This is an optimization exercise on Yosys and OpenROAD, whose aim is small area and a short achievable clock period, not a production implementation.
Only simulation tests tie the RTL to the original design; equivalence was not proved.
Power is estimated from default activity; no workload was simulated.

run a:
## mul
module mul(clk,
	   reset,
	   is_signed,
	   is_high,
	   go,
	   src_A,
	   src_B,
	   rob_ptr_in,
	   prf_ptr_in,
	   y,
	   complete,
	   rob_ptr_out,
	   prf_ptr_val_out,
	   prf_ptr_out);
clock: 8.0 ns
lec_check: 0
cap_margin: 20
core_margin: 2
core_utilization: 68
cts_cluster_diameter: 60
cts_cluster_size: 24
slew_margin: 20
synth_hierarchical: 1
standard.sh (not shown) runs the stock make flow with config.mk's settings and CLKGATE_MAP_FILE= SYNTH_SCRIPT=/design/flow/synth_recipe.tcl, a recipe that flattens the netlist after the stock synthesis.
==> flow/flow/run.sh <==
#!/bin/bash
# The standard layout (standard.sh: unchanged synthesis, floorplan, power grid, tap
# cells, placement, CTS and routing) with two changes to how it is made:
#  - the port buffers that placement inserts on every input and output are plain buf_2
#    cells instead of the default delay-buffer cell;
#  - timing repair aims 5.0 ns below the fixed 8 ns clock period (setup margin).
set -euo pipefail
bash standard.sh "BUFFER_PORTS_ARGS=-buffer_cell sky130_fd_sc_hd__buf_2" "SETUP_SLACK_MARGIN=5.0" finish > standard.log 2>&1
> inputs changed (run a -> run b)
diff --git a/flow/flow/run.sh b/flow/flow/run.sh
--- a/flow/flow/run.sh
+++ b/flow/flow/run.sh
@@ -6 +6 @@
-#  - timing repair aims 5.0 ns below the fixed 8 ns clock period (setup margin).
+#  - timing repair aims 5.1 ns below the fixed 8 ns clock period (setup margin).
@@ -8 +8 @@
-bash standard.sh "BUFFER_PORTS_ARGS=-buffer_cell sky130_fd_sc_hd__buf_2" "SETUP_SLACK_MARGIN=5.0" finish > standard.log 2>&1
+bash standard.sh "BUFFER_PORTS_ARGS=-buffer_cell sky130_fd_sc_hd__buf_2" "SETUP_SLACK_MARGIN=5.1" finish > standard.log 2>&1
### Flow results
Lower data arrival time of the critical path was reported by run b, not run a. The global-route wire length before repair of run a and that of run b are within noise of each other. Looking at setup slack, run b sits 31 ps higher than run a does. Looking at run a and run b, the number of buffer cells added on primary ports is a wash. In the metrics for run a and run b, the one carrying the lower number of detailed-route iterations in the first pass is run a.

mul, a different RTL version from the one above (not shown whole).
Size: about 3,200 cells after synthesis, roughly 530 flip-flops, ~160 I/O pins, roughly 36,000 um2 of cells after synthesis.
==> flow/config.mk <==
export PLATFORM = sky130hd
export DESIGN_NAME = mul
export DESIGN_NICKNAME = mul
export VERILOG_FILES = /design/flow/design.v
export SDC_FILE = /design/flow/constraint.sdc
export NUM_CORES = 4
export LEC_CHECK = 0
export CAP_MARGIN = 20
export CORE_MARGIN = 2
export CORE_UTILIZATION = 55
export SETUP_SLACK_MARGIN = 5
export SLEW_MARGIN = 20
export SYNTH_HIERARCHICAL = 1
==> flow/constraint.sdc <==
create_clock -name core_clock -period 8.0 [get_ports {clk}]
set_input_delay 1.6000 -clock core_clock [delete_from_list [all_inputs] [get_ports {clk}]]
set_output_delay 1.6000 -clock core_clock [all_outputs]
set_load 0.01 [all_outputs]
==> flow/flow/run.sh <==
#!/bin/bash
# The standard layout (standard.sh: unchanged synthesis, floorplan, power grid, tap
# cells, placement, CTS and routing), with the port buffers that placement inserts on every
# input and output made plain buf_2 cells instead of the default delay-buffer cell.
set -euo pipefail
bash standard.sh "BUFFER_PORTS_ARGS=-buffer_cell sky130_fd_sc_hd__buf_2" finish > standard.log 2>&1
The first run went through all stages and came out clean.
Next try:
==> flow/run.sh (new file) <==
#!/bin/bash
# synth_recipe.tcl (not shown) runs the flow's synth.tcl, then flattens the netlist and writes it again
# the make line also repeats each setting of config.mk as NAME=value (left out here)
make -C /OpenROAD-flow-scripts/flow DESIGN_CONFIG=/design/flow/config.mk WORK_HOME=/design/flow/orfs CLKGATE_MAP_FILE= SYNTH_SCRIPT=/design/flow/synth_recipe.tcl finish
- ABC_CLOCK_PERIOD_IN_PS: not set -> 2500
- CORE_UTILIZATION: 55 -> 40
removed: flow/flow/run.sh
removed: flow/standard.sh
The new run finished with timing, DRC and antenna clean.
Maximum frequency falls by about 0.8%.
Setup slack loses 0.023 ns.
First-iteration DRC count shrinks by about 11%.
Sequential power is about the same.
Next try:
==> flow/flow/run.sh (new file) <==
#!/bin/bash
# The standard layout (standard.sh: unchanged synthesis, floorplan, power grid, tap
# cells, placement, CTS and routing) with two changes to how it is made:
#  - the port buffers that placement inserts on every input and output are plain buf_2
#    cells instead of the default delay-buffer cell;
#  - timing repair aims 5.2 ns below the fixed 8 ns clock period (setup margin).
set -euo pipefail
bash standard.sh "BUFFER_PORTS_ARGS=-buffer_cell sky130_fd_sc_hd__buf_2" "SETUP_SLACK_MARGIN=5.2" finish > standard.log 2>&1
==> flow/standard.sh (new file) <==
#!/bin/bash
# synth_recipe.tcl (not shown) runs the flow's synth.tcl, then flattens the netlist and writes it again
# the make line also repeats each setting of config.mk as NAME=value (left out here)
make -C /OpenROAD-flow-scripts/flow DESIGN_CONFIG=/design/flow/config.mk WORK_HOME=/design/flow/orfs CLKGATE_MAP_FILE= SYNTH_SCRIPT=/design/flow/synth_recipe.tcl "${@:-finish}"
- ABC_CLOCK_PERIOD_IN_PS: 2500 -> not set
- CORE_UTILIZATION: 40 -> 55
- CTS_CLUSTER_DIAMETER: not set -> 60
- CTS_CLUSTER_SIZE: not set -> 24
- SETUP_SLACK_MARGIN: 5 -> not set
removed: flow/run.sh
Via count rose by a few percent.
Fmax rose by a few percent.
Critical path depth rose by 5.
Synthesized area is unchanged.

Another version of the RTL of mul (not shown whole).
Size in the first run: roughly 520 flip-flops, ~160 I/O pins, roughly 35,000 sq um of cells after synthesis.
==> flow/config.mk <==
export PLATFORM = sky130hd
export DESIGN_NAME = mul
export DESIGN_NICKNAME = mul
export VERILOG_FILES = /design/flow/design.v
export SDC_FILE = /design/flow/constraint.sdc
export NUM_CORES = 4
export LEC_CHECK = 0
export CAP_MARGIN = 20
export CORE_MARGIN = 2
export CORE_UTILIZATION = 68
export CTS_CLUSTER_DIAMETER = 60
export CTS_CLUSTER_SIZE = 24
export SLEW_MARGIN = 20
export SYNTH_HIERARCHICAL = 1
==> flow/constraint.sdc <==
create_clock -name core_clock -period 8.0 [get_ports {clk}]
set_input_delay 1.6000 -clock core_clock [delete_from_list [all_inputs] [get_ports {clk}]]
set_output_delay 1.6000 -clock core_clock [all_outputs]
set_load 0.01 [all_outputs]
==> flow/flow/run.sh <==
#!/bin/bash
# The standard layout (standard.sh: unchanged synthesis, floorplan, power grid, tap
# cells, placement, CTS and routing) with two changes to how it is made:
#  - the port buffers that placement inserts on every input and output are plain buf_2
#    cells instead of the default delay-buffer cell;
#  - timing repair aims 5.1 ns below the fixed 8 ns clock period (setup margin).
set -euo pipefail
bash standard.sh "BUFFER_PORTS_ARGS=-buffer_cell sky130_fd_sc_hd__buf_2" "SETUP_SLACK_MARGIN=5.1" finish > standard.log 2>&1
Rerun with:
==> flow/flow/run.sh (replaced) <==
#!/bin/bash
# The standard layout (standard.sh: unchanged synthesis, floorplan, power grid, tap
# cells, placement, CTS and routing) with two changes to how it is made:
#  - the port buffers that placement inserts on every input and output are plain buf_2
#    cells instead of the default delay-buffer cell;
#  - timing repair aims 5.2 ns below the fixed 8 ns clock period (setup margin).
set -euo pipefail
bash standard.sh "BUFFER_PORTS_ARGS=-buffer_cell sky130_fd_sc_hd__buf_2" "SETUP_SLACK_MARGIN=5.2" finish > standard.log 2>&1
Settings changed: CORE_UTILIZATION 68 to 55.
After rerunning: Global-route usage drops by 6.7 points; hold slack stays flat; critical path depth is unchanged; design area goes up by 4.7%; wire length came out higher by about 18%; via count came out higher by about 2%; total power rose by about 4%; non-clock buffer count came out higher by 66; die area came out higher by 23%; synthesized cell count stays the same; cell count climbs by 6.4%.
Rerun with:
==> flow/flow/run.sh (replaced) <==
#!/bin/bash
# The standard layout (standard.sh: unchanged synthesis, floorplan, power grid, tap
# cells, placement, CTS and routing) with two changes to how it is made:
#  - the port buffers that placement inserts on every input and output are plain buf_2
#    cells instead of the default delay-buffer cell;
#  - timing repair aims 5.0 ns below the fixed 8 ns clock period (setup margin).
set -euo pipefail
bash standard.sh "BUFFER_PORTS_ARGS=-buffer_cell sky130_fd_sc_hd__buf_2" "SETUP_SLACK_MARGIN=5.0" finish > standard.log 2>&1
Settings changed: CORE_UTILIZATION 55 to 68.
The new run went through all stages and came out clean.
Power is lower by 4.1%.
Die area is lower by 19%.
Wire length is lower by 17%.
Worst setup slack got worse by 83 ps.
Via count is lower by 2.6%.
Clock-buffer cell count is lower by 5.
Core utilization is higher by 11 points.

what the ideal ports hide:
The results above use ideal ports. As a check the final layouts listed here were re-extracted and re-timed, cells and wires unchanged.
Step 1, drivers: a clkbuf_16 drives clk and a buf_2 each remaining input, both assumed.
Step 2 adds t to the input delays and takes it off the output delays; t is the mean of the earliest and latest rising clock arrival at the registers after step 1. Input paths then give back, and output paths get back, about the clock's delay inside the block.
Slacks: no drivers / after step 1 / after step 2; pairs: no drivers / after step 1.
run | t (ns) | setup slack, ns | worst setup path after step 2 | cell pins on the clock port's net
run a | 0.656 | 5.084 / 5.084 / 5.084 | register to register | 1
run b | 0.655 | 5.115 / 5.115 / 5.115 | register to register | 1
the first run of note 2 | 0.695 | 5.055 / 5.055 / 5.055 | register to register | 1
the second run of note 2 | 0.714 | 5.032 / 4.962 / 4.965 | input to register | 1
the third run of note 2 | 0.669 | 5.158 / 5.158 / 5.158 | register to register | 1
the first run of note 3 | 0.681 | 5.112 / 5.101 / 5.112 | register to register | 1
the second run of note 3 | 0.681 | 5.154 / 5.154 / 5.154 | register to register | 1
the third run of note 3 | 0.680 | 5.071 / 5.071 / 5.071 | register to register | 1
After both steps setup and hold are still met in every run listed. The setup slack of the second run of note 2, which loses most, moves by -0.070 ns with the drivers and by -0.067 ns with both steps.
